This is an optimization exercise on Yosys and OpenROAD, whose aim is small area and a short achievable clock period, not a production implementation. The RTL was checked by simulation tests, not by an equivalence proof against the original design. Power figures rest on the tool's default switching activity, not on a simulated workload.

==> flow/design.v <==
module sync_fifo #(
  parameter integer ENTRIES      = 20,
  parameter integer ENTRIES_LOG2 = $clog2(ENTRIES),
  parameter integer DATA_WIDTH   = 64
) (
  input  wire                   i_clk,
  input  wire                   i_rstn,
  input  wire                   i_wren,
  input  wire                   i_rden,
  input  wire [DATA_WIDTH-1:0]  i_data,
  output wire                   o_data_vld,
  output wire [DATA_WIDTH-1:0]  o_data,
  output wire                   o_overflow,
  output wire                   o_underflow
);
localparam integer CW = $clog2(ENTRIES + 1);
reg  [DATA_WIDTH-1:0] mem [0:ENTRIES-1];
reg  [ENTRIES-1:0]    wr_oh;
reg  [ENTRIES-1:0]    rd_oh;
reg  [CW-1:0]         cnt;
reg                   full;
reg                   empty;
reg                   hio;
reg                   vld;
reg  [DATA_WIDTH-1:0] dout;
wire pop  = i_rden & (~empty | i_wren);
wire push = i_wren & (~full  | i_rden);
integer k;
always @(posedge i_clk) begin
  for (k = 0; k < ENTRIES; k = k + 1)
    if (wr_oh[k])
      mem[k] <= i_data;
end
reg [DATA_WIDTH-1:0] rdata;
always @(*) begin
  rdata = {DATA_WIDTH{1'b0}};
  for (k = 0; k < ENTRIES; k = k + 1)
    rdata = rdata | (mem[k] & {DATA_WIDTH{rd_oh[k] & ~empty}});
  rdata = rdata | (i_data & {DATA_WIDTH{empty}});
end
always @(posedge i_clk) begin
  if (!hio)
    dout <= rdata;
end
always @(posedge i_clk) begin
  if (!i_rstn) begin
    wr_oh <= {{(ENTRIES-1){1'b0}}, 1'b1};
    rd_oh <= {{(ENTRIES-1){1'b0}}, 1'b1};
    cnt   <= {CW{1'b0}};
    full  <= 1'b0;
    empty <= 1'b1;
    hio   <= 1'b0;
    vld   <= 1'b0;
  end else begin
    if (push) wr_oh <= {wr_oh[ENTRIES-2:0], wr_oh[ENTRIES-1]};
    if (pop)  rd_oh <= {rd_oh[ENTRIES-2:0], rd_oh[ENTRIES-1]};
    if (push & ~pop) begin
      cnt   <= cnt + 1'b1;
      empty <= 1'b0;
      full  <= (cnt == ENTRIES - 1);
    end else if (pop & ~push) begin
      cnt   <= cnt - 1'b1;
      full  <= 1'b0;
      empty <= (cnt == 1);
    end
    hio <= full & ~pop;
    vld <= pop;
  end
end
assign o_data      = dout;
assign o_data_vld  = vld;
assign o_overflow  = full;
assign o_underflow = empty;
endmodule
Settings: LEC_CHECK=0, CAP_MARGIN=20, CORE_MARGIN=2, CORE_UTILIZATION=40, SLEW_MARGIN=20; clock period 5.0 ns.
run.sh (not shown) runs the stock make flow with config.mk's settings and CLKGATE_MAP_FILE= SYNTH_SCRIPT=/design/flow/synth_recipe.tcl, a recipe that flattens the netlist after the stock synthesis.
==> next run, changes <==
CORE_UTILIZATION = 65   (was 40)
CTS_BUF_LIST = sky130_fd_sc_hd__clkbuf_4 sky130_fd_sc_hd__clkbuf_8   (was default)
What happened: The changed run produced a clean layout. Area after synthesis does not change. Wire length fell by a few percent. Hold slack is better by 0.013 ns. Total power went down by a few percent. Design area decreases by a few percent. Combinational power shrinks by a few percent.


run A:
sync_fifo, a different RTL version from the one above (not shown whole).
Size in the first run: roughly 1400 flip-flops, roughly 140 I/O pins.
Settings: LEC_CHECK=0, CAP_MARGIN=20, CORE_MARGIN=2, CORE_UTILIZATION=65, CTS_CLUSTER_DIAMETER=80, CTS_CLUSTER_SIZE=24, PLACE_DENSITY=0.8, SETUP_SLACK_MARGIN=3.1, SLEW_MARGIN=20, SYNTH_HIERARCHICAL=1, SYNTH_MINIMUM_KEEP_SIZE=0, TNS_END_PERCENT=30; clock period 5.0 ns.
standard.sh (not shown) runs the stock make flow with config.mk's settings and CLKGATE_MAP_FILE= SYNTH_SCRIPT=/design/flow/synth_recipe.tcl, a recipe that flattens the netlist after the stock synthesis.
==> flow/flow/run.sh <==
#!/bin/bash
cp standard.sh standard_sh_copy.log
export BUFFER_PORTS_ARGS="-buffer_cell sky130_fd_sc_hd__buf_2"
bash standard.sh > standard.log 2>&1
Run A ended with every stage complete and zero timing, DRC or antenna violations.
Relative to run A, the following input files were edited for run B:
-- flow/config.mk --
<<< run A, line 9
export CORE_MARGIN = 2
export CORE_UTILIZATION = 65
export CTS_CLUSTER_DIAMETER = 80
export CTS_CLUSTER_SIZE = 24
export PLACE_DENSITY = 0.8
export SETUP_SLACK_MARGIN = 3.1
export SLEW_MARGIN = 20
>>> run B, line 9
export CORE_MARGIN = 2
export CORE_UTILIZATION = 65
export CTS_CLUSTER_DIAMETER = 100
export CTS_CLUSTER_SIZE = 30
export GPL_ROUTABILITY_DRIVEN = 0
export GPL_TIMING_DRIVEN = 0
export SETUP_SLACK_MARGIN = 3.1
export SLEW_MARGIN = 20
--- outcome ---
- For run B, the kind of critical path was reg2out, unlike run A, where it was in2reg.
- Compared with run A, run B has extra setup slack.
- Changes observed in run B relative to run A: global-route usage increased by 3.7 points relative to the old numbers; die area closely matched the old numbers.
- Higher clock network fraction of design power was reported by run A, not run B.
- Total power: run A and run B compared, lower one is run B
- Diff run A -> run B: final-layout clock-cell area share went down 1.1 points; power share of the combinational group went up 0.5 points.
[inputs] run C vs run B
==> flow/config.mk <==
export PLATFORM = sky130hd
export DESIGN_NAME = sync_fifo
export DESIGN_NICKNAME = sync_fifo
export VERILOG_FILES = /design/flow/design.v
export SDC_FILE = /design/flow/constraint.sdc
export NUM_CORES = 4
export LEC_CHECK = 0
export CAP_MARGIN = 20
export CORE_MARGIN = 2
export CORE_UTILIZATION = 65
export CTS_CLUSTER_DIAMETER = 80
export CTS_CLUSTER_SIZE = 25
export SETUP_SLACK_MARGIN = 3.0
export SLEW_MARGIN = 20
export SYNTH_HIERARCHICAL = 1
export SYNTH_MINIMUM_KEEP_SIZE = 0
Notes after the runs:
Run C vs. run B: areal power density over the cells went up by 3.5%.
Area of all sequential standard cells: run B vs run C, no meaningful difference
As of run C, overall routed net length had risen slightly compared to run B.
Fmax on run C is up relative to run B.
Detailed route, run C vs run B: via total lower for run C
Run C against run B; cell count is down by a few percent.
Of run C and run B, run B shows the lower length of routed met2 wiring, with run C above it.
Changes in run D relative to run C:
-- flow/config.mk --
<<< run C, line 8
export CAP_MARGIN = 20
export CORE_MARGIN = 2
export CORE_UTILIZATION = 65
export CTS_CLUSTER_DIAMETER = 80
export CTS_CLUSTER_SIZE = 25
export SETUP_SLACK_MARGIN = 3.0
export SLEW_MARGIN = 20
export SYNTH_HIERARCHICAL = 1
>>> run D, line 8
export CAP_MARGIN = 20
export CORE_MARGIN = 2
export CORE_UTILIZATION = 75
export CTS_CLUSTER_DIAMETER = 100
export CTS_CLUSTER_SIZE = 30
export SETUP_SLACK_MARGIN = 2.9
export SLEW_MARGIN = 20
export SYNTH_HIERARCHICAL = 1
==> comparison <==
Total design power improves in run D relative to run C.
The via count number comes out higher for run C vs run D.
Share of the clock period used by the worst path after layout is higher on run D
Setup slack: run D vs run C down 0.15 ns
Sort run D and run C by clock share of power asc -> top: run D
The higher starting utilization of the core area of run D and run C is in run D.

-- re-timing with driven ports --
No port has a modelled driver above. Below, the same layouts with a new extraction and two added sets of constraints. Step 1 assumes that a clkbuf_16 drives the clock port and a buf_2 every other input. Step 2 moves the port delays by t, midway between the first and last clock arrival at a register: inputs arrive t later, outputs are due t later. That takes back most of the time a late clock gives input paths. Three values: ideal ports, drivers, drivers and shift; two values: the first two.
run	shift t [ns]	setup slack, ns	worst setup path at the end
the first run of note 1	0.796	1.793 / 1.724 / 1.399	input to register
the second run of note 1	0.925	1.214 / 1.144 / 1.289	input to register
run A	0.716	2.805 / 2.810 / 2.113	input to register
run B	0.718	2.827 / 2.759 / 2.251	input to register
run C	0.732	2.839 / 2.770 / 2.254	input to register
run D	0.712	2.689 / 2.715 / 2.003	input to register
After both steps every run listed still meets setup and hold. For run A, which loses most, drivers alone change the setup slack by +0.005 ns; drivers and shift together by -0.692 ns.
